From an optimization exercise on the open Yosys and OpenROAD flow, aimed at small area; shortcuts taken in it are not production practice. Function was checked by simulation only, so behaviour that the tests miss may differ from the original. No activity file was given, so power comes from the tool's default toggle rates.

==> design.v <==
module Lfsr(
	input i_clk,
	input i_rst,
	output reg [2:0] o_data);
	always @(posedge i_clk)
		if (i_rst)
			o_data <= 3'b000;
		else
			o_data <= {o_data[1:0], o_data[2] ^~ o_data[1]};
endmodule
module BinaryToSevSeg(
	input [2:0] i_bin_num,
	output reg [6:0] o_sevseg);
	always @(*)
		case (i_bin_num)
		3'd0: o_sevseg = ~(7'b0111111);
		3'd1: o_sevseg = ~(7'b0000110);
		3'd2: o_sevseg = ~(7'b1011011);
		3'd3: o_sevseg = ~(7'b1001111);
		3'd4: o_sevseg = ~(7'b1100110);
		3'd5: o_sevseg = ~(7'b1101101);
		default: o_sevseg = 7'bxxxxxxx;
		endcase
endmodule
module PongStateMachine(
	input i_clk,
	input i_rst,
	input [1:0] i_sw,
	input i_pb,
	input i_frame_tick,
	output reg [2:0] o_disp1,
	output reg [2:0] o_disp2,
	output signed [10:0] o_ball_x,
	output signed [10:0] o_ball_y,
	output signed [10:0] o_paddle1_y,
	output signed [10:0] o_paddle2_y,
	output reg o_finish);
	localparam RESET = 3'd0;
	localparam SERVE = 3'd1;
	localparam PLAY = 3'd2;
	localparam INCR_SCORE = 3'd3;
	localparam FINISH = 3'd4;
	reg [2:0] r_state;
	reg [2:0] r_p1score, r_p2score;
	reg r_pb, r_pb_q, r_ftick, r_ftick_q;
	reg r_vxneg;
	reg signed [4:0] r_vely;
	reg [5:0] r_blink_counter;
	reg [10:0] r_bx;
	reg [9:0] r_by;
	reg [6:0] r_p1, r_p2;
	wire [2:0] w_lfsr;
	Lfsr lfsr_inst(
		.i_clk(i_clk),
		.i_rst(i_rst),
		.o_data(w_lfsr));
	wire w_pe_pb = r_pb & ~r_pb_q;
	wire w_tick = r_ftick & ~r_ftick_q;
	assign o_ball_x = r_bx;
	assign o_ball_y = {r_by[9], r_by};
	assign o_paddle1_y = {2'b00, r_p1, 2'b00};
	assign o_paddle2_y = {2'b00, r_p2, 2'b00};
	wire w_out_l = r_bx[10] & ~r_bx[3];
	wire w_out_r = ~r_bx[10] & r_bx[9] & r_bx[6] & r_bx[5] & r_bx[4] & r_bx[3];
	wire w_top = r_by[9] | (r_by == 10'd0);
	wire w_bot = ~r_by[9] & (r_by[8:0] >= 9'd472);
	wire w_vy_neg = r_vely[4];
	wire w_vy_pos = ~r_vely[4] & (r_vely[3:0] != 4'd0);
	wire w_wall = (w_top & w_vy_neg) | (w_bot & w_vy_pos);
	wire w_zone1 = ~r_bx[10] & (r_bx[9:0] >= 10'd8) & (r_bx[9:0] <= 10'd23);
	wire w_zone2 = ~r_bx[10] & (r_bx[9:0] >= 10'd600) & (r_bx[9:0] <= 10'd615);
	wire w_zone = r_vxneg ? w_zone1 : w_zone2;
	wire [6:0] w_psel = r_vxneg ? r_p1 : r_p2;
	wire signed [10:0] w_d = {r_by[9], r_by} - {2'b00, w_psel, 2'b00};
	wire w_hit_ok = (w_d >= -11'sd5) & (w_d <= 11'sd77);
	reg signed [4:0] w_hit_vy;
	always @(*)
		case (w_d[6:0] + 7'd5)
		7'd0, 7'd1: w_hit_vy = -5'sd8;
		7'd2, 7'd3, 7'd4, 7'd5, 7'd6: w_hit_vy = -5'sd7;
		7'd7, 7'd8, 7'd9, 7'd10, 7'd11: w_hit_vy = -5'sd6;
		7'd12, 7'd13, 7'd14, 7'd15, 7'd16: w_hit_vy = -5'sd5;
		7'd17, 7'd18, 7'd19, 7'd20, 7'd21: w_hit_vy = -5'sd4;
		7'd22, 7'd23, 7'd24, 7'd25, 7'd26: w_hit_vy = -5'sd3;
		7'd27, 7'd28, 7'd29, 7'd30, 7'd31: w_hit_vy = -5'sd2;
		7'd32, 7'd33, 7'd34, 7'd35, 7'd36: w_hit_vy = -5'sd1;
		7'd37, 7'd38, 7'd39, 7'd40, 7'd41, 7'd42, 7'd43, 7'd44, 7'd45: w_hit_vy = 5'sd0;
		7'd46, 7'd47, 7'd48, 7'd49, 7'd50: w_hit_vy = 5'sd1;
		7'd51, 7'd52, 7'd53, 7'd54, 7'd55: w_hit_vy = 5'sd2;
		7'd56, 7'd57, 7'd58, 7'd59, 7'd60: w_hit_vy = 5'sd3;
		7'd61, 7'd62, 7'd63, 7'd64, 7'd65: w_hit_vy = 5'sd4;
		7'd66, 7'd67, 7'd68, 7'd69, 7'd70: w_hit_vy = 5'sd5;
		7'd71, 7'd72, 7'd73, 7'd74, 7'd75: w_hit_vy = 5'sd6;
		7'd76, 7'd77, 7'd78, 7'd79, 7'd80: w_hit_vy = 5'sd7;
		7'd81, 7'd82: w_hit_vy = 5'sd8;
		default: w_hit_vy = 5'bxxxxx;
		endcase
	function [6:0] paddle_move(input [6:0] p, input up);
		if (up)
			paddle_move = (p == 7'd0) ? 7'd0 : p - 7'd1;
		else
			paddle_move = (p == 7'd100) ? 7'd100 : p + 7'd1;
	endfunction
	always @(posedge i_clk)
	begin
		r_pb_q <= r_pb;
		r_ftick_q <= r_ftick;
		o_disp1 <= r_p1score;
		o_disp2 <= r_p2score;
		if (i_rst)
		begin
			r_pb <= 1'b0;
			r_ftick <= 1'b0;
		end
		else
		begin
			r_pb <= i_pb;
			r_ftick <= i_frame_tick;
		end
	end
	always @(posedge i_clk)
	begin
		if (i_rst)
		begin
			r_state <= RESET;
			o_finish <= 1'b0;
			r_p1score <= 0;
			r_p2score <= 0;
			r_blink_counter <= 0;
			r_bx <= 11'd312;
			r_by <= 10'd236;
			r_p1 <= 7'd50;
			r_p2 <= 7'd50;
		end
		else if (w_pe_pb && r_state != RESET)
			r_state <= RESET;
		else if (w_pe_pb && r_state == RESET)
		begin
			r_state <= SERVE;
			r_vxneg <= ~w_lfsr[0];
			r_vely <= {{3{w_lfsr[2]}}, w_lfsr[2] | ~w_lfsr[1], w_lfsr[1]};
		end
		else
		begin
			case (r_state)
			RESET:
			begin
				o_finish <= 1'b0;
				r_p1score <= 0;
				r_p2score <= 0;
				if (w_tick)
				begin
					r_bx <= 11'd312;
					r_by <= 10'd236;
					r_p1 <= 7'd50;
					r_p2 <= 7'd50;
				end
			end
			SERVE:
			begin
				if (w_tick)
				begin
					r_bx <= 11'd312;
					r_by <= 10'd236;
					r_state <= PLAY;
				end
			end
			PLAY:
			begin
				if (w_out_l)
				begin
					r_p2score <= r_p2score + 1;
					r_state <= INCR_SCORE;
				end
				else if (w_out_r)
				begin
					r_p1score <= r_p1score + 1;
					r_state <= INCR_SCORE;
				end
				else if (w_wall)
					r_vely <= -r_vely;
				else if (w_zone && w_hit_ok)
				begin
					r_vely <= w_hit_vy;
					r_vxneg <= ~r_vxneg;
				end
				if (w_tick)
				begin
					r_bx <= r_bx + (r_vxneg ? -11'sd3 : 11'sd3);
					r_by <= r_by + {{5{r_vely[4]}}, r_vely};
					r_p1 <= paddle_move(r_p1, i_sw[1]);
					r_p2 <= paddle_move(r_p2, i_sw[0]);
				end
			end
			INCR_SCORE:
			begin
				if (r_p1score == 3'd5 || r_p2score == 3'd5)
					r_state <= FINISH;
				else if (w_tick)
				begin
					r_blink_counter <= r_blink_counter + 1;
					if (r_blink_counter >= 60)
					begin
						r_state <= SERVE;
						r_blink_counter <= 0;
					end
				end
			end
			FINISH:
			begin
				if (w_tick)
				begin
					r_blink_counter <= r_blink_counter + 1;
					if (r_blink_counter >= 30)
					begin
						o_finish <= ~o_finish;
						r_blink_counter <= 0;
					end
				end
			end
			default: ;
			endcase
		end
	end
endmodule
module PongCore(
	input i_clk,
	input i_rst,
	input [1:0] i_sw,
	input i_pb,
	input i_frame_tick,
	output [6:0] o_sevseg_p1d1,
	output [6:0] o_sevseg_p1d2,
	output [6:0] o_sevseg_p2d1,
	output [6:0] o_sevseg_p2d2,
	output signed [10:0] o_ball_x,
	output signed [10:0] o_ball_y,
	output signed [10:0] o_paddle1_y,
	output signed [10:0] o_paddle2_y,
	output o_finish);
	wire [2:0] w_disp1, w_disp2;
	assign o_sevseg_p1d1 = ~(7'b0111111);
	assign o_sevseg_p2d1 = ~(7'b0111111);
	BinaryToSevSeg sevseg_p1d2_inst(
		.i_bin_num(w_disp1),
		.o_sevseg(o_sevseg_p1d2));
	BinaryToSevSeg sevseg_p2d2_inst(
		.i_bin_num(w_disp2),
		.o_sevseg(o_sevseg_p2d2));
	PongStateMachine statemachine_inst(
		.i_clk(i_clk),
		.i_rst(i_rst),
		.i_sw(i_sw),
		.i_pb(i_pb),
		.i_frame_tick(i_frame_tick),
		.o_disp1(w_disp1),
		.o_disp2(w_disp2),
		.o_ball_x(o_ball_x),
		.o_ball_y(o_ball_y),
		.o_paddle1_y(o_paddle1_y),
		.o_paddle2_y(o_paddle2_y),
		.o_finish(o_finish));
endmodule
==> run.sh <==
#!/bin/bash
# synth_recipe.tcl (not shown) runs the flow's synth.tcl, then flattens the netlist and writes it again
# the make line also repeats each setting of config.mk as NAME=value (left out here)
make -C /OpenROAD-flow-scripts/flow DESIGN_CONFIG=/design/flow/config.mk WORK_HOME=/design/flow/orfs CLKGATE_MAP_FILE= SYNTH_SCRIPT=/design/flow/synth_recipe.tcl finish
==> config.mk <==
export PLATFORM = sky130hd
export DESIGN_NAME = PongCore
export DESIGN_NICKNAME = PongCore
export VERILOG_FILES = /design/flow/design.v
export SDC_FILE = /design/flow/constraint.sdc
export NUM_CORES = 4
export LEC_CHECK = 0
export CAP_MARGIN = 20
export CORE_MARGIN = 2
export CORE_UTILIZATION = 40
export SLEW_MARGIN = 20
==> constraint.sdc <==
create_clock -name core_clock -period 20.0 [get_ports {i_clk}]
set_input_delay 4.0000 -clock core_clock [delete_from_list [all_inputs] [get_ports {i_clk}]]
set_output_delay 4.0000 -clock core_clock [all_outputs]
set_load 0.01 [all_outputs]
==> Flow_metrics.wiki, run 1 <==
{| class="wikitable"
! Metric !! Value
|-
| Path category of the worst min-delay check || flip-flop to flip-flop
|-
| Delay-heaviest family, CP || flip-flops
|-
| Fin Setup TNS || 0 ps
|-
| Buffers inserted during post-CTS setup optimization || 0
|-
| Most numerous cell types in the synthesized netlist || sky130_fd_sc_hd__nor2_1 (75), sky130_fd_sc_hd__dfxtp_1 (64), sky130_fd_sc_hd__a21oi_1 (61), sky130_fd_sc_hd__nand2_1 (51), sky130_fd_sc_hd__ha_1 (44)
|-
| Count of nets after finishing || 791
|-
| Highest attainable clock frequency || 178 MHz
|-
| Worst clock skew || 7.10 ps
|-
| Power Total || 0.360 mW
|-
| DRC violation total after the first TritonRoute iteration || 391
|-
| Clock root buffer master || sky130_fd_sc_hd__clkbuf_16
|-
| Distinct cells, synth || 77
|-
| Avg Cell Area, Syn || 7.84 sq um
|-
| Main synth FF type || sky130_fd_sc_hd__dfxtp_1
|-
| Share of the cycle needed by the critical path after routing || 0.281
|-
| Critical path, cell by cell || clkdlybuf4s50_1
|-
| Iteration count of the initial detailed-routing pass || 5
|-
| Kind of end point of the critical path || output port
|-
| Number of global-route vias before repair || 4890
|-
| Number of endpoints failing setup at the final stage || 0
|-
| Dominant combinational cell family by area after synthesis || simple AND/OR/NAND/NOR gates
|-
| Fraction of the mapped netlist area in simple logic gates || 0.252
|-
| Worst-skew pair later-pin latency || 340 ps
|-
| Largest stage delay, worst path || 640 ps
|-
| Tightest slew margin relative to the limit || 0.388
|-
| Clock tree from TritonCTS || built
|-
| DRT Wirelength || 14000 um
|-
| Slowest cell on crit path || sky130_fd_sc_hd__dfxtp_1
|-
| Crit path kind || flip-flop to output port
|-
| Initial standard-cell utilization of the core || 0.413
|-
| Placed insts || 903
|-
| Remaining number of nets flagged by the antenna check after routing || 0
|-
| Synthesized-area fraction occupied by xor and xnor cells || 0.0506
|-
| Via count || 5156
|-
| Critical path arrival || 1610 ps
|-
| Setup repair after global routing missed its margin || no
|-
| Cell taking the most area after synthesis || sky130_fd_sc_hd__dfxtp_1
|-
| Actual transition at the worst max-transition pin || 918 ps
|-
| Main area contributors after synthesis || sky130_fd_sc_hd__dfxtp_1 (23%), sky130_fd_sc_hd__ha_1 (10%), sky130_fd_sc_hd__a21oi_1 (5.5%), sky130_fd_sc_hd__nor2_1 (5.1%), sky130_fd_sc_hd__nand2_1 (3.5%)
|-
| Cell leakage power || 2.50 nW
|-
| Cts-stage hold buffer count || 0
|-
| Number of buffers created by CTS || 9
|-
| Io pins || 79
|-
| P per Cell Area || 56.4 nW/um^2
|-
| Number of cell rows || 42
|-
| Antenna Diode Count || 0
|-
| Share of synthesized cell area in full adder, half adder and majority cells || 0.111
|-
| Area fraction in compound gates after synthesis || 0.225
|-
| Clk buf depth || 2
|-
| Pin count of the biggest net entering global routing || 64
|-
| Required time at the endpoint of the critical path || 16000 ps
|-
| Antenna violations before repair || 0
|-
| Total GRT Usage || 0.200
|-
| # Max-Cap Violations || 0
|-
| Signed area change from the synthesized netlist to the final layout || 16.0%
|-
| Clock net sink count || 70
|-
| Result of the run || complete, no violations
|-
| Maximum vdd ir drop || 41.5 uV
|-
| Horiz. Die Dim || 121 um
|-
| Final critical delay including setup and external delays || 5610 ps
|-
| Top fanout value on the critical path || 14
|-
| Average via count per standard cell || 5.61
|-
| Filler cell count || 1325
|-
| Buffers & Inverters on Critical Path || 1
|-
| Portion of synthesized cell area occupied by the leading cell type || 0.233
|-
| First-pass GRT wire length || 23900 um
|-
| Placer Congestion || 0.884
|-
| EDFF count, synth || 6
|-
| Share of post-route cells with drive strength above 1 || 0.0511
|-
| Cell with the most instances after synthesis || sky130_fd_sc_hd__nor2_1
|-
| Share of the yosys chip area belonging to registers || 0.265
|-
| Remaining DRCs || 0
|-
| CP startpoint kind || flip-flop
|-
| Level count of the clock H-tree || 3
|-
| Sum of net half-perimeters after detailed placement || 10300 um
|-
| Quantity of gates resized following cts || 0
|-
| Max-slew violations || 0
|-
| Core Region || 13300 sq um
|-
| Count of placed standard cells in the final layout, fillers left out || 919
|-
| Clock transition at the register clock pins on the worst setup and hold paths after CTS || 60 ps
|-
| Share of cell area taken by muxes after synthesis || 0.0202
|-
| GRT Residual Overflow || 0
|-
| Seq. cell area || 1460 sq um
|-
| Area taken by multi-input logic gates || 3720 sq um
|-
| Share of synthesized flip-flops with an asynchronous set or reset || 0
|-
| Number of I/O port buffers || 56
|-
| Die area || 14700 sq um
|-
| #FFs+latches synth || 70
|-
| Post-Syn Area || 5510 sq um
|-
| Post-synthesis instance total || 703
|-
| Vertical extent of the die || 121 um
|-
| Routed len/inst || 15.3 um
|-
| Total of warnings raised by yosys || 3
|-
| Final Hold Vio Count || 0
|}
-- sequential cells by signal, summed over array words and instances (netlist names), 3 cells and up --
register and flops:
statemachine_inst.lfsr_inst.o_data 3, statemachine_inst.r_blink_counter 6, statemachine_inst.r_vely 5, statemachine_inst.r_p2 7, statemachine_inst.r_p2score 3, statemachine_inst.o_disp1 3
statemachine_inst.r_p1 7, statemachine_inst.o_disp2 3, statemachine_inst.r_state 3, statemachine_inst.r_bx 11, statemachine_inst.r_p1score 3, statemachine_inst.r_by 10
-- metrics by stage --
stage          worst slack (ps)  hold WS, ps  cell area (sq um)  utilization
2_1_floorplan             14740          345               5590            -
3_3_place_gp              14190          358               6070        0.455
3_5_place_dp              14150          364               6070        0.455
4_1_cts                   14390          372               6390        0.479
5_1_grt                   14320          384               6390        0.479
6_report                  14390          366               6390        0.479
-- area by class of cell --
cell class	count	area share
Clock buffer	9	0.0352
Clock inverter	7	0.0151
Inverter	25	0.0147
Multi-Input combinational cell	573	0.582
Sequential cell	70	0.229
Tap cell	176	0.0344
Timing Repair Buffer	59	0.0904
-- placed cells by master (no fill, tap or decap), types with 7 or more instances in the layout --
master,n
sky130_fd_sc_hd__nand2b_1,17
sky130_fd_sc_hd__nand3_1,10
sky130_fd_sc_hd__clkbuf_16,9
sky130_fd_sc_hd__conb_1,22
sky130_fd_sc_hd__inv_1,25
sky130_fd_sc_hd__dfxtp_1,64
sky130_fd_sc_hd__a21oi_1,61
sky130_fd_sc_hd__ha_1,44
sky130_fd_sc_hd__o21ai_0,33
sky130_fd_sc_hd__nor3_1,30
sky130_fd_sc_hd__o22ai_1,13
sky130_fd_sc_hd__nand4_1,7
sky130_fd_sc_hd__nand2_1,51
sky130_fd_sc_hd__nor2b_1,21
sky130_fd_sc_hd__clkdlybuf4s50_1,55
sky130_fd_sc_hd__mux2i_1,10
sky130_fd_sc_hd__a31oi_1,7
sky130_fd_sc_hd__nor2_1,75
sky130_fd_sc_hd__and3_1,7
sky130_fd_sc_hd__xnor2_1,17
sky130_fd_sc_hd__a21o_1,8
sky130_fd_sc_hd__xor2_1,13
-- where the power goes --
group / switching [mW] / internal, mW / total, mW
Combinational: 0.0244 / 0.0154 / 0.0398
Clock: 0.0644 / 0.110 / 0.174
Sequential: 0.00273 / 0.144 / 0.147
Total: 0.0915 / 0.269 / 0.360
-- path summary, 6_finish.rpt --
path                            slack, ps  cells after the start                     endpoint                       from
worst min-delay path                  370                      0  statemachine_inst.r_ftick_q  statemachine_inst.r_ftick
worst max-delay path                14390                      1               o_paddle2_y[4]  statemachine_inst.r_p2[2]
worst max register to register      15810                     11  statemachine_inst.r_vely[3]  statemachine_inst.r_vxneg
worst min register to register        370                      0  statemachine_inst.r_ftick_q  statemachine_inst.r_ftick
-- per-layer routing --
layer,global-route usage,vias to the layer above,wire length [um],part of all wire
met5,0,-,0,0
met4,0.0697,0,243,0.017
met3,0.0305,21,560,0.040
met2,0.322,134,6540,0.47
met1,0.272,2424,6700,0.48
li1,-,2577,-,-
-- cells by family (layout without fill, tap and decap cells) --
group | Yosys count | in the layout
AO/OA/AOI/OAI | 192 | 192
XOR/XNOR | 31 | 31
adder cells (fa/ha/maj) | 47 | 47
buffers and inverters | 80 | 100
flip-flops | 70 | 70
multiplexers | 11 | 11
other | 2 | 22
AND/OR/NAND/NOR | 270 | 270
==> inputs of run 2 (changes only) <==
==> flow/run.sh (new file) <==
#!/bin/bash
# Standard ORFS layout, with small port buffers and a small clock tree.
set -euo pipefail
export BUFFER_PORTS_ARGS="-buffer_cell sky130_fd_sc_hd__buf_1"
export CTS_ARGS="-sink_clustering_enable -repair_clock_nets -buf_list sky130_fd_sc_hd__clkbuf_8 -root_buf sky130_fd_sc_hd__clkbuf_8 -dont_use_dummy_load"
bash standard.sh > standard.log 2>&1
==> standard.sh (new file) <==
#!/bin/bash
# synth_recipe.tcl (not shown) runs the flow's synth.tcl, then flattens the netlist and writes it again
# the make line also repeats each setting of config.mk as NAME=value (left out here)
make -C /OpenROAD-flow-scripts/flow DESIGN_CONFIG=/design/flow/config.mk WORK_HOME=/design/flow/orfs CLKGATE_MAP_FILE= SYNTH_SCRIPT=/design/flow/synth_recipe.tcl "${@:-finish}"
removed: run.sh
==> run 2 against run 1 <==
  * Still clean
  * Clock power decreased by 49%
  * Clock-buffer cell count unchanged
  * Non-clock buffer count increased by 1
  * Largest cell class unchanged
==> Flow_metrics.wiki, run 2 <==
{| class="wikitable"
! Metric !! Value
|-
| Cell with the most instances after synthesis || sky130_fd_sc_hd__nor2_1
|-
| Most numerous cell types in the synthesized netlist || sky130_fd_sc_hd__nor2_1 (75), sky130_fd_sc_hd__dfxtp_1 (64), sky130_fd_sc_hd__a21oi_1 (61), sky130_fd_sc_hd__nand2_1 (51), sky130_fd_sc_hd__ha_1 (44)
|-
| Clock root buffer master || sky130_fd_sc_hd__clkbuf_8
|-
| Vertical extent of the die || 121 um (unchanged)
|-
| Core Region || 13300 sq um (unchanged)
|-
| Hold slack final || 342 ps (-24.4 ps)
|-
| DRT Wirelength || 14100 um (+0.20%)
|-
| Avg Cell Area, Syn || 7.84 sq um (unchanged)
|-
| Average via count per standard cell || 5.57 (-0.79%)
|-
| Initial standard-cell utilization of the core || 0.413 (unchanged)
|-
| Filler cell count || 1358 (+2.5%)
|-
| Clk buf depth || 2 (unchanged)
|-
| Remaining DRCs || 0 (unchanged)
|-
| Iteration count of the initial detailed-routing pass || 5 (unchanged)
|-
| Signed area change from the synthesized netlist to the final layout || 6.31%
|-
| First-pass GRT wire length || 23000 um (-4.0%)
|-
| Die area || 14700 sq um (unchanged)
|-
| Highest attainable clock frequency || 191 MHz (+7.3%)
|-
| Clock transition at the register clock pins on the worst setup and hold paths after CTS || 90 ps (+30 ps)
|-
| Path category of the worst min-delay check || flip-flop to flip-flop
|-
| Clock net sink count || 70 (unchanged)
|-
| Worst-skew pair later-pin latency || 350 ps (about the same)
|-
| Share of the cycle needed by the critical path after routing || 0.262 (-0.0191)
|-
| Final critical delay including setup and external delays || 5230 ps (-383 ps)
|-
| Antenna Diode Count || 0 (unchanged)
|-
| Result of the run || complete, no violations
|-
| Actual transition at the worst max-transition pin || 853 ps (-65.2 ps)
|-
| Share of the yosys chip area belonging to registers || 0.265 (unchanged)
|-
| Non-Filler Cell Area, Final || 5860 sq um (-8.4%)
|-
| Cell taking the most area after synthesis || sky130_fd_sc_hd__dfxtp_1
|-
| Via count || 5082 (-1.4%)
|-
| Number of flip-flops in the largest register || 11 (unchanged)
|-
| Level count of the clock H-tree || 3 (unchanged)
|-
| Count of placed standard cells in the final layout, fillers left out || 913 (-0.65%)
|-
| Main area contributors after synthesis || sky130_fd_sc_hd__dfxtp_1 (23%), sky130_fd_sc_hd__ha_1 (10%), sky130_fd_sc_hd__a21oi_1 (5.5%), sky130_fd_sc_hd__nor2_1 (5.1%), sky130_fd_sc_hd__nand2_1 (3.5%)
|-
| Total of warnings raised by yosys || 3 (unchanged)
|-
| Maximum vdd ir drop || 24.5 uV (-41%)
|-
| Pin count of the biggest net entering global routing || 64 (unchanged)
|-
| Post-Syn Area || 5510 sq um (unchanged)
|-
| Count of nets after finishing || 792 (+0.13%)
|-
| Final Hold Vio Count || 0 (unchanged)
|-
| #FFs+latches synth || 70 (unchanged)
|-
| Required time at the endpoint of the critical path || 19970 ps (+3970 ps)
|-
| Total GRT Usage || 0.194 (-0.00589)
|-
| Slowest cell on crit path || sky130_fd_sc_hd__a21boi_0
|-
| Number of endpoints failing setup at the final stage || 0 (unchanged)
|-
| DRC violation total after the first TritonRoute iteration || 338 (-14%)
|-
| Main synth FF type || sky130_fd_sc_hd__dfxtp_1
|-
| Post-synthesis instance total || 703 (unchanged)
|-
| Portion of synthesized cell area occupied by the leading cell type || 0.233 (unchanged)
|-
| Horiz. Die Dim || 121 um (unchanged)
|-
| EDFF count, synth || 6 (unchanged)
|-
| Number of I/O port buffers || 56 (unchanged)
|-
| Share of post-route cells with drive strength above 1 || 0.0434 (-0.00772)
|-
| Post-Place Setup Slack || 14420 ps (+268 ps)
|-
| Final Core Density || 0.439 (-0.0400)
|-
| Crit path kind || input pin to flip-flop
|-
| P per Cell Area || 46.7 nW/um^2 (-17%)
|-
| Remaining number of nets flagged by the antenna check after routing || 0 (unchanged)
|-
| Buffers & Inverters on Critical Path || 2 (+1)
|-
| Kind of end point of the critical path || flip-flop
|-
| Io pins || 79 (unchanged)
|-
| Share of synthesized flip-flops with an asynchronous set or reset || 0 (unchanged)
|-
| Placer Congestion || 0.814 (-8.0%)
|-
| Number of global-route vias before repair || 4625 (-5.4%)
|-
| Most common cell after layout, fill and taps aside || sky130_fd_sc_hd__nor2_1
|-
| Routed len/inst || 15.4 um (+0.86%)
|-
| Number of cell rows || 42 (unchanged)
|-
| Antenna violations before repair || 0 (unchanged)
|-
| Most frequent cells in the layout || sky130_fd_sc_hd__nor2_1 (75), sky130_fd_sc_hd__dfxtp_1 (64), sky130_fd_sc_hd__a21oi_1 (61)
|-
| Final worst slack || 14770 ps (+383 ps)
|-
| GRT Residual Overflow || 0 (unchanged)
|-
| Max-slew violations || 0 (unchanged)
|-
| Distinct cells, synth || 77 (unchanged)
|-
| Fin Setup TNS || 0 ps (unchanged)
|-
| Quantity of gates resized following cts || 0 (unchanged)
|-
| Cts-stage hold buffer count || 0 (unchanged)
|-
| Largest stage delay, worst path || 520 ps (-120 ps)
|-
| Buffers inserted during post-CTS setup optimization || 0 (unchanged)
|-
| # Max-Cap Violations || 0 (unchanged)
|-
| CP startpoint kind || input pin
|-
| Tightest slew margin relative to the limit || 0.430 (+0.0419)
|-
| Sum of net half-perimeters after detailed placement || 10300 um (+0.42%)
|-
| Critical path, cell by cell || clkbuf_2 -> buf_4 -> a21oi_1 -> a21boi_0
|-
| Registers with the most flip-flops || statemachine_inst.r_bx x11, statemachine_inst.r_by x10
|-
| Cell leakage power || 2.27 nW (-9.3%)
|-
| Top fanout value on the critical path || 63 (+49)
|-
| Setup repair after global routing missed its margin || no
|-
| Power Total || 0.273 mW (-24%)
|-
| Clock tree from TritonCTS || built
|-
| Delay-heaviest family, CP || compound AO/OA/AOI/OAI gates
|-
| Placed insts || 904 (+0.11%)
|-
| Register bank with the most flops || statemachine_inst.r_bx
|-
| Placed inst area || 5730 sq um (-5.5%)
|-
| Number of buffers created by CTS || 9 (unchanged)
|-
| Critical path arrival || 5200 ps (+3590 ps)
|-
| Worst clock skew || 25.1 ps (+18.0 ps)
|}
==> run 2: routing by layer <==
layer  share of wire  vias up  track usage
li1                -     2564            -
met1            0.49     2421        0.264
met2            0.47       92        0.322
met3           0.036        5       0.0296
met4          0.0043        0       0.0489
met5               0        -            0
==> run 2: worst paths after layout <==
| check | from | end | slack [ps] | depth (start not counted) |
|---|---|---|---|---|
| hold reg to reg | statemachine_inst.r_pb | statemachine_inst.r_pb_q | 340 | 0 |
| setup / recovery | i_rst | statemachine_inst.r_vely[4] | 14770 | 4 |
| setup reg to reg | statemachine_inst.r_vxneg | statemachine_inst.r_vely[4] | 15990 | 10 |
| hold / removal | statemachine_inst.r_pb | statemachine_inst.r_pb_q | 340 | 0 |
==> run 2: cell families (layout without fill, tap and decap cells) <==
| logic type | after synthesis | in the layout | synth area share |
|---|---|---|---|
| flip-flops | 70 | 70 | 0.265 |
| multiplexers | 11 | 11 | 0.0202 |
| other | 2 | 22 | 0.00136 |
| AND/OR/NAND/NOR | 270 | 270 | 0.252 |
| XOR/XNOR | 31 | 31 | 0.0506 |
| adder cells (fa/ha/maj) | 47 | 47 | 0.111 |
| buffers and inverters | 80 | 94 | 0.0738 |
| AO/OA/AOI/OAI | 192 | 192 | 0.225 |
==> run 2: cell type report <==
class,instances,area (sq um),area share
tap,176,220,0.0376
timing repair buffer,60,241,0.0412
clock buffer,9,124,0.0211
multi-input combinational,573,3720,0.635
sequential,70,1460,0.249
inverter,25,93.8,0.0160
==> run 2: report_power, final <==
part / internal, mW / switching (mW)
combinational: 0.0144 / 0.0247
clock: 0.0402 / 0.0480
sequential: 0.144 / 0.00247
total: 0.198 / 0.0751
==> inputs of run 3 (changes only) <==
==> flow/run.sh (replaced) <==
#!/bin/bash
# Layout flow: the standard synthesis, then an area-oriented re-mapping of the
# combinational logic between the registers (the registers keep their names
# and cell types), then the standard ORFS layout with small port buffers and
# a small clock tree.
set -euo pipefail
HERE=$(pwd)
LIB=$FLOW_HOME/platforms/sky130hd/lib/sky130_fd_sc_hd__tt_025C_1v80.lib
RES=$HERE/orfs/results/sky130hd/PongCore/base
YOSYS=$(command -v yosys || echo "$FLOW_HOME/../tools/install/yosys/bin/yosys")

export BUFFER_PORTS_ARGS="-buffer_cell sky130_fd_sc_hd__buf_1"
export REMOVE_ABC_BUFFERS=1
export CTS_ARGS="-sink_clustering_enable -repair_clock_nets -buf_list sky130_fd_sc_hd__clkbuf_4 -root_buf sky130_fd_sc_hd__clkbuf_4 -sink_clustering_size 40 -sink_clustering_max_diameter 200 -dont_use_dummy_load"

bash standard.sh synth > synth.log 2>&1
cp "$RES/1_2_yosys.v" "$HERE/standard_synth.v"

DONT_USE=$(sed -n '/export DONT_USE_CELLS/,/^$/p' "$FLOW_HOME/platforms/sky130hd/config.mk" | tr -d '\\' | tr ' ' '\n' | grep sky130 | sed 's/^/-dont_use /' | tr '\n' ' ')
sed "s#@LIB@#$LIB#g; s#@IN@#$HERE/standard_synth.v#; s#@OUT@#$RES/1_2_yosys.v#; s#@DONT_USE@#$DONT_USE#; s#@SCRIPT@#$HERE/flow/area.abc#" \
	flow/reopt.ys.in > reopt.ys
"$YOSYS" -l reopt.log -q reopt.ys > /dev/null 2>&1

bash standard.sh do-1_synth > synth_odb.log 2>&1
bash standard.sh > standard.log 2>&1
==> flow/area.abc (new file) <==
strash
&get -n
&deepsyn -T 60
&put
dch -f
amap
topo
==> flow/reopt.ys.in (new file) <==
read_liberty -ignore_miss_func @LIB@
read_verilog @IN@
hierarchy -top PongCore
setattr -mod -set keep_hierarchy 1 sky130_fd_sc_hd__*df*
flatten
rename -hide w:_*_.*
opt_clean -purge
abc -liberty @LIB@ @DONT_USE@ -script @SCRIPT@ PongCore
opt_clean
hilomap -hicell sky130_fd_sc_hd__conb_1 HI -locell sky130_fd_sc_hd__conb_1 LO PongCore
opt_clean -purge
insbuf -buf sky130_fd_sc_hd__buf_1 A X PongCore
opt_clean -purge
tee -o @OUT@.stat stat -liberty @LIB@ PongCore
select PongCore
write_verilog -noattr -noexpr -nohex -nodec -selected @OUT@
==> run 3 against run 2 <==
  * Still clean
  * Combinational power shrank 24%
  * Non-clock buffer count shrank 3
  * Design area shrank 29%
  * Sequential power is essentially flat
  * Flip-flop and latch count is the same
  * Synthesized cell count shrank 22%
  * Maximum frequency shrank 3.4%
  * Critical path type unchanged
  * Largest cell class unchanged
  * Largest power group unchanged
==> Flow_metrics.wiki, run 3 <==
{| class="wikitable"
! Metric !! Value
|-
| Total of warnings raised by yosys || 3 (unchanged)
|-
| Number of global-route vias before repair || 3302 (-29%)
|-
| Routed len/inst || 12.9 um (-16%)
|-
| Register bank with the most flops || statemachine_inst.r_bx
|-
| Worst clock skew || 30.8 ps (+5.76 ps)
|-
| Pin count of the biggest net entering global routing || 22 (-66%)
|-
| Horiz. Die Dim || 101 um (-17%)
|-
| Final Core Density || 0.452 (+0.0132)
|-
| Vertical extent of the die || 101 um (-17%)
|-
| Clock root buffer master || sky130_fd_sc_hd__clkbuf_4
|-
| Cts-stage hold buffer count || 0 (unchanged)
|-
| Remaining number of nets flagged by the antenna check after routing || 0 (unchanged)
|-
| Hold slack final || 356 ps (+13.8 ps)
|-
| Start point of the critical path || i_rst
|-
| Number of I/O port buffers || 56 (unchanged)
|-
| Final critical delay including setup and external delays || 5410 ps (+184 ps)
|-
| Via count || 3807 (-25%)
|-
| Critical path arrival || 5740 ps (+540 ps)
|-
| Maximum vdd ir drop || 20.2 uV (-17%)
|-
| Count of nets after finishing || 608 (-23%)
|-
| Tightest slew margin relative to the limit || 0.415 (-0.0145)
|-
| Post-Place Setup Slack || 14210 ps (-207 ps)
|-
| Cell leakage power || 1.39 nW (-39%)
|-
| Non-Filler Cell Area, Final || 4160 sq um (-29%)
|-
| Fin Setup TNS || 0 ps (unchanged)
|-
| Number of endpoints failing setup at the final stage || 0 (unchanged)
|-
| Antenna violations before repair || 0 (unchanged)
|-
| Top fanout value on the critical path || 21 (-67%)
|-
| R2r startpoint || statemachine_inst.r_vxneg
|-
| Total GRT Usage || 0.185 (-0.00955)
|-
| WP depth || 10 (+6)
|-
| Share of post-route cells with drive strength above 1 || 0.0183 (-0.0251)
|-
| P per Cell Area || 58.0 nW/um^2 (+24%)
|-
| Actual transition at the worst max-transition pin || 870 ps (+16.7 ps)
|-
| Post-synthesis instance total || 545 (-22%)
|-
| Clock transition at the register clock pins on the worst setup and hold paths after CTS || 110 ps (+20 ps)
|-
| Number of buffers created by CTS || 9 (unchanged)
|-
| # Max-Cap Violations || 0 (unchanged)
|-
| Die area || 10200 sq um (-31%)
|-
| Worst hold start || statemachine_inst.r_pb
|-
| Most used cell along the critical path || sky130_fd_sc_hd__clkinv_1
|-
| Crit path kind || input pin to flip-flop
|-
| Iteration count of the initial detailed-routing pass || 5 (unchanged)
|-
| Kind of end point of the critical path || flip-flop
|-
| Signed area change from the synthesized netlist to the final layout || 10.4%
|-
| Result of the run || complete, no violations
|-
| Setup repair after global routing missed its margin || no
|-
| Avg Cell Area, Syn || 6.91 sq um (-12%)
|-
| Count of cells along the worst register-to-register path || 15 (+5)
|-
| Sum of net half-perimeters after detailed placement || 7170 um (-31%)
|-
| Number of cell rows || 35 (-17%)
|-
| GRT Residual Overflow || 0 (unchanged)
|-
| Share of the cycle needed by the critical path after routing || 0.271 (+0.00918)
|-
| DRT Wirelength || 9180 um (-35%)
|-
| Initial standard-cell utilization of the core || 0.410 (-0.00316)
|-
| Registers with the most flip-flops || statemachine_inst.r_bx x11, statemachine_inst.r_by x10
|-
| First-pass GRT wire length || 15100 um (-34%)
|-
| CP startpoint kind || input pin
|-
| Clk buf depth || 2 (unchanged)
|-
| Required time at the endpoint of the critical path || 20320 ps (+350 ps)
|-
| Largest stage delay, worst path || 330 ps (-190 ps)
|-
| Placed inst area || 4090 sq um (-29%)
|-
| Most common cell after layout, fill and taps aside || sky130_fd_sc_hd__nor2_1
|-
| Remaining DRCs || 0 (unchanged)
|-
| Clock tree from TritonCTS || built
|-
| Delay-heaviest family, CP || buffers and inverters
|-
| Hold Path Depth || 0 (unchanged)
|-
| Buffers & Inverters on Critical Path || 5 (+3)
|-
| Average via count per standard cell || 5.35 (-3.8%)
|-
| Slowest cell on crit path || sky130_fd_sc_hd__buf_1
|-
| Number of flip-flops in the largest register || 11 (unchanged)
|-
| Highest attainable clock frequency || 185 MHz (-3.4%)
|-
| Io pins || 79 (unchanged)
|-
| Path category of the worst min-delay check || flip-flop to flip-flop
|-
| Level count of the clock H-tree || 3 (unchanged)
|-
| Post-Syn Area || 3770 sq um (-32%)
|-
| Most frequent cells in the layout || sky130_fd_sc_hd__nor2_1 (113), sky130_fd_sc_hd__clkinv_1 (71), sky130_fd_sc_hd__dfxtp_1 (64)
|-
| Max-slew violations || 0 (unchanged)
|-
| Buffers inserted during post-CTS setup optimization || 0 (unchanged)
|-
| Antenna Diode Count || 0 (unchanged)
|-
| Clock net sink count || 70 (unchanged)
|-
| Core Region || 9200 sq um (-31%)
|-
| Placer Congestion || 0.886 (+8.9%)
|-
| Final worst slack || 14590 ps (-184 ps)
|-
| Worst-skew pair later-pin latency || 410 ps (+60 ps)
|-
| DRC violation total after the first TritonRoute iteration || 162 (-52%)
|-
| Critical path, cell by cell || buf_1 -> clkinv_1 -> o41ai_2 -> buf_4 -> clkinv_1 -> nand2_1 -> nor2_1 -> clkinv_1 -> a21oi_1 -> o32ai_1
|-
| Quantity of gates resized following cts || 0 (unchanged)
|-
| Final Hold Vio Count || 0 (unchanged)
|}
[run 3: cell count changes in the layout (fill, tap and decap cells not counted), sizes merged, moves of 9 or more]
cell / before / now
a211oi: 5 / 16
a21oi: 63 / 30
clkinv: 0 / 71
ha: 44 / 0
inv: 25 / 0
mux2i: 10 / 0
nand2: 51 / 42
nand2b: 17 / 1
nor2: 76 / 113
nor2b: 21 / 9
xnor2: 17 / 1
xor2: 14 / 0
[run 3: final cells by class]
class | count | area (sq um)
flip-flops and latches | 70 | 1460
multi-input cells | 393 | 2010
inverters | 71 | 267
fillers | 972 | 5040
well taps | 111 | 139
repair buffers | 57 | 218
clock buffers | 9 | 67.6
[run 3: metrics by stage]
stage	cells	total power, mW
after CTS	711	0.244
after global routing	711	0.257
after global placement	702	0.179
after detailed placement	702	0.180
final	711	0.241
after floorplan	534	0.171
[run 3: worst paths after layout]
check | slack, ps | endpoint
setup reg to reg | 15420 | statemachine_inst.r_vxneg
hold / removal | 360 | statemachine_inst.r_pb_q
setup / recovery | 14590 | statemachine_inst.r_p1[2]
hold reg to reg | 360 | statemachine_inst.r_pb_q
[run 3: power by group]
| part | total (mW) | internal [mW] | switching (mW) |
|---|---|---|---|
| Combinational | 0.0295 | 0.00888 | 0.0206 |
| Clock | 0.0645 | 0.0209 | 0.0436 |
| Sequential | 0.147 | 0.144 | 0.00296 |
[run 3: layer usage]
metal,GRT usage,wire length (um)
met4,0.0603,85
met3,0.0374,440
met2,0.286,4100
met5,0,0
met1,0.257,4560
[run 3: worst register-to-register path: cells and delay by family (launching register included)]
| kind | cells | cell delay (ps) |
|---|---|---|
| flip-flops | 1 | 640 |
| buffers and inverters | 2 | 610 |
| AO/OA/AOI/OAI | 9 | 2290 |
| AND/OR/NAND/NOR | 4 | 740 |
==> inputs of run 4 (changes only) <==
--- a/flow/run.sh
+++ b/flow/run.sh
@@ -11,7 +11,7 @@
 
 export BUFFER_PORTS_ARGS="-buffer_cell sky130_fd_sc_hd__buf_1"
 export REMOVE_ABC_BUFFERS=1
-export CTS_ARGS="-sink_clustering_enable -repair_clock_nets -buf_list sky130_fd_sc_hd__clkbuf_4 -root_buf sky130_fd_sc_hd__clkbuf_4 -sink_clustering_size 40 -sink_clustering_max_diameter 200 -dont_use_dummy_load"
+export CTS_ARGS="-sink_clustering_enable -repair_clock_nets -buf_list sky130_fd_sc_hd__clkbuf_8 -root_buf sky130_fd_sc_hd__clkbuf_8 -dont_use_dummy_load"
 
 bash standard.sh synth > synth.log 2>&1
 cp "$RES/1_2_yosys.v" "$HERE/standard_synth.v"
==> flow/area.abc (replaced) <==
strash
balance -l
resub -K 6 -l
rewrite -l
resub -K 6 -N 2 -l
refactor -l
resub -K 8 -l
balance -l
resub -K 8 -N 2 -l
rewrite -l
resub -K 10 -l
rewrite -z -l
resub -K 10 -N 2 -l
balance -l
resub -K 12 -l
refactor -z -l
resub -K 12 -N 2 -l
rewrite -z -l
balance -l
dch -f
amap
topo
==> run 4 against run 3 <==
  * Sequential share of layout area fell by 4.9 points
  * Clock-buffer cell count stayed put
  * Design area is 16% higher
  * Via count is 24% higher
  * First-iteration DRC count grew 66%
  * Critical path depth fell by 4
  * Combinational power is 4% lower
  * Global-route usage grew 4.3 points
  * Synthesized area grew 15%
  * Wire length grew 37%
  * Die area increased by 15%
  * Highest routed layer unchanged
  * Largest power group unchanged
  * Clock power is 36% higher
==> Flow_metrics.wiki, run 4 <==
{| class="wikitable"
! Metric !! Value
|-
| Result of the run || complete, no violations
|-
| FF-to-FF setup slack || 15270 ps (-150 ps)
|-
| Required time at the endpoint of the critical path || 20280 ps (-40 ps)
|-
| Number of cell rows || 38 (+8.6%)
|-
| Number of I/O port buffers || 56 (unchanged)
|-
| Kind of end point of the critical path || flip-flop
|-
| Highest attainable clock frequency || 179 MHz (-2.9%)
|-
| Setup repair after global routing missed its margin || no
|-
| Buffers inserted during post-CTS setup optimization || 0 (unchanged)
|-
| Clock net sink count || 70 (unchanged)
|-
| Number of endpoints failing setup at the final stage || 0 (unchanged)
|-
| Cts-stage hold buffer count || 0 (unchanged)
|-
| Critical path arrival || 5860 ps (+120 ps)
|-
| Actual transition at the worst max-transition pin || 759 ps (-111 ps)
|-
| Count of nets after finishing || 733 (+21%)
|-
| Register bank with the most flops || statemachine_inst.r_bx
|-
| Number of buffers created by CTS || 9 (unchanged)
|-
| Signed area change from the synthesized netlist to the final layout || 11.3%
|-
| Final critical delay including setup and external delays || 5580 ps (+163 ps)
|-
| Slowest cell on crit path || sky130_fd_sc_hd__nor2_1
|-
| DRT Wirelength || 12600 um (+37%)
|-
| Via count || 4729 (+24%)
|-
| Avg Cell Area, Syn || 6.51 sq um (-5.9%)
|-
| Fin Setup TNS || 0 ps (unchanged)
|-
| Pin count of the biggest net entering global routing || 31 (+41%)
|-
| Largest stage delay, worst path || 640 ps (+310 ps)
|-
| Worst-skew pair later-pin latency || 360 ps (-50 ps)
|-
| Delay-heaviest family, CP || buffers and inverters
|-
| Level count of the clock H-tree || 3 (unchanged)
|-
| DRC violation total after the first TritonRoute iteration || 269 (+66%)
|-
| Routed len/inst || 14.5 um (+12%)
|-
| Initial standard-cell utilization of the core || 0.406 (-0.00346)
|-
| Horiz. Die Dim || 108 um (+7.1%)
|-
| Clock root buffer master || sky130_fd_sc_hd__clkbuf_8
|-
| First-pass GRT wire length || 21100 um (+40%)
|-
| Antenna violations before repair || 0 (unchanged)
|-
| CP startpoint kind || input pin
|-
| Top fanout value on the critical path || 30 (+43%)
|-
| Post-synthesis instance total || 668 (+23%)
|-
| Share of the cycle needed by the critical path after routing || 0.279 (+0.00816)
|-
| Post-Syn Area || 4350 sq um (+15%)
|-
| P per Cell Area || 53.8 nW/um^2 (-7.2%)
|-
| Count of placed standard cells in the final layout, fillers left out || 865 (+22%)
|-
| Quantity of gates resized following cts || 0 (unchanged)
|-
| # Max-Cap Violations || 0 (unchanged)
|-
| Path category of the worst min-delay check || flip-flop to flip-flop
|-
| Critical path, cell by cell || buf_1 -> buf_4 -> nor2_1 -> clkinv_1 -> o21ai_0 -> o211a_1
|-
| Total GRT Usage || 0.228 (+0.0433)
|-
| GRT Residual Overflow || 0 (unchanged)
|-
| Placer Congestion || 0.884 (-0.23%)
|-
| Cell leakage power || 1.69 nW (+22%)
|-
| Final Hold Vio Count || 0 (unchanged)
|-
| Share of post-route cells with drive strength above 1 || 0.0166 (-0.00178)
|-
| Registers with the most flip-flops || statemachine_inst.r_bx x11, statemachine_inst.r_by x10
|-
| Max-slew violations || 0 (unchanged)
|-
| Remaining number of nets flagged by the antenna check after routing || 0 (unchanged)
|-
| Crit path kind || input pin to flip-flop
|-
| Iteration count of the initial detailed-routing pass || 5 (unchanged)
|-
| Die area || 11700 sq um (+15%)
|-
| Clk buf depth || 2 (unchanged)
|-
| Remaining DRCs || 0 (unchanged)
|-
| Clock transition at the register clock pins on the worst setup and hold paths after CTS || 80 ps (-30 ps)
|-
| Vertical extent of the die || 108 um (+7.1%)
|-
| Maximum vdd ir drop || 27.6 uV (+36%)
|-
| Average via count per standard cell || 5.47 (+2.1%)
|-
| Tightest slew margin relative to the limit || 0.492 (+0.0773)
|-
| Clock tree from TritonCTS || built
|-
| Io pins || 79 (unchanged)
|-
| Number of global-route vias before repair || 4482 (+36%)
|-
| Placed insts || 856 (+22%)
|-
| Most common cell after layout, fill and taps aside || sky130_fd_sc_hd__nor2_1
|-
| Sum of net half-perimeters after detailed placement || 9700 um (+35%)
|-
| Core Region || 10700 sq um (+16%)
|-
| Worst clock skew || 25.3 ps (-5.56 ps)
|-
| Most frequent cells in the layout || sky130_fd_sc_hd__nor2_1 (141), sky130_fd_sc_hd__clkinv_1 (82), sky130_fd_sc_hd__dfxtp_1 (64)
|-
| Antenna Diode Count || 0 (unchanged)
|-
| Number of flip-flops in the largest register || 11 (unchanged)
|-
| Buffers & Inverters on Critical Path || 3 (-2)
|-
| Total of warnings raised by yosys || 3 (unchanged)
|}
==> run 4: worst paths after layout <==
kind,startpoint,endpoint,cells after the start
setup / recovery,i_rst,statemachine_inst.r_by[4],6
hold / removal,statemachine_inst.r_pb,statemachine_inst.r_pb_q,0
setup reg to reg,statemachine_inst.r_state[2],statemachine_inst.r_bx[8],11
hold reg to reg,statemachine_inst.r_pb,statemachine_inst.r_pb_q,0
==> run 4: per-stage QoR <==
stage | utilization | hold slack (ps) | instance area [sq um] | power (mW) | worst slack (ps)
6_report | 0.452 | 355 | 4840 | 0.260 | 14420
5_1_grt | 0.452 | 363 | 4840 | 0.273 | 14240
4_1_cts | 0.452 | 357 | 4840 | 0.262 | 14450
3_5_place_dp | 0.440 | 332 | 4710 | 0.175 | 14110
3_3_place_gp | 0.440 | 332 | 4710 | 0.175 | 14120
2_1_floorplan | - | 324 | 4300 | 0.167 | 14740
==> run 4: worst register-to-register path: stages (launching register included) <==
cell and delay (ps):
sky130_fd_sc_hd__dfxtp_1 350, sky130_fd_sc_hd__clkinv_1 110, sky130_fd_sc_hd__nand2_1 110, sky130_fd_sc_hd__nor2_1 260
sky130_fd_sc_hd__clkinv_1 170, sky130_fd_sc_hd__nor2_1 430, sky130_fd_sc_hd__clkinv_1 450, sky130_fd_sc_hd__nor2_1 660
sky130_fd_sc_hd__clkinv_1 590, sky130_fd_sc_hd__nor2_1 550, sky130_fd_sc_hd__clkinv_1 480, sky130_fd_sc_hd__o32a_1 460
==> run 4: power breakdown <==
part	leakage, nW	switching, mW	total (mW)	internal [mW]
Sequential	0.573	0.00128	0.144	0.143
Clock	0.0647	0.0475	0.0876	0.0401
Combinational	1.05	0.0204	0.0283	0.00799
==> run 4: cell type report <==
class / count / area, sq um
well taps: 140 / 175
repair buffers: 59 / 233
fillers: 1144 / 5860
clock buffers: 9 / 124
inverters: 82 / 308
flip-flops and latches: 70 / 1460
multi-input cells: 505 / 2530
==> run 4: metal layers <==
metal | up-vias | routed length (um) | track usage
li1 | 2417 | - | -
met5 | - | 0 | 0
met4 | 0 | 331 | 0.101
met2 | 154 | 5770 | 0.375
met1 | 2134 | 5660 | 0.286
met3 | 24 | 790 | 0.0506

==> what the ideal ports hide <==
The flow's constraints put no driver on any port. The routed layouts listed below were extracted and timed again, unchanged, in two steps. Step 1 (the two cells are an assumption about what drives the block):
set clk [get_ports {i_clk}]
set_driving_cell -lib_cell sky130_fd_sc_hd__clkbuf_16 $clk
set_driving_cell -lib_cell sky130_fd_sc_hd__buf_2 [delete_from_list [all_inputs] $clk]
Step 2 adds t to the input delays and takes it off the output delays; t is the mean of the earliest and latest rising clock arrival at the registers after step 1. Input paths then give back, and output paths get back, about the clock's delay inside the block. Three values: no drivers, after step 1, after step 2; two values: the first two.
run | t (ns) | slack for setup (ns) | worst setup path after step 2 | clock arrival spread, ns | slew at the worst register clock pin (ns)
run 1 | 0.379 | 14.386 / 14.345 / 14.145 | input to register | 0.008 / 0.008 | 0.06 / 0.06
run 2 | 0.378 | 14.769 / 14.781 / 14.406 | input to register | 0.025 / 0.025 | 0.09 / 0.09
run 3 | 0.423 | 14.585 / 14.590 / 14.167 | input to register | 0.032 / 0.031 | 0.11 / 0.11
run 4 | 0.379 | 14.422 / 14.433 / 14.054 | input to register | 0.025 / 0.026 | 0.08 / 0.08
After both steps every run listed still meets setup and hold. For run 3, which loses most, drivers alone change the setup slack by +0.005 ns; drivers and shift together by -0.418 ns.
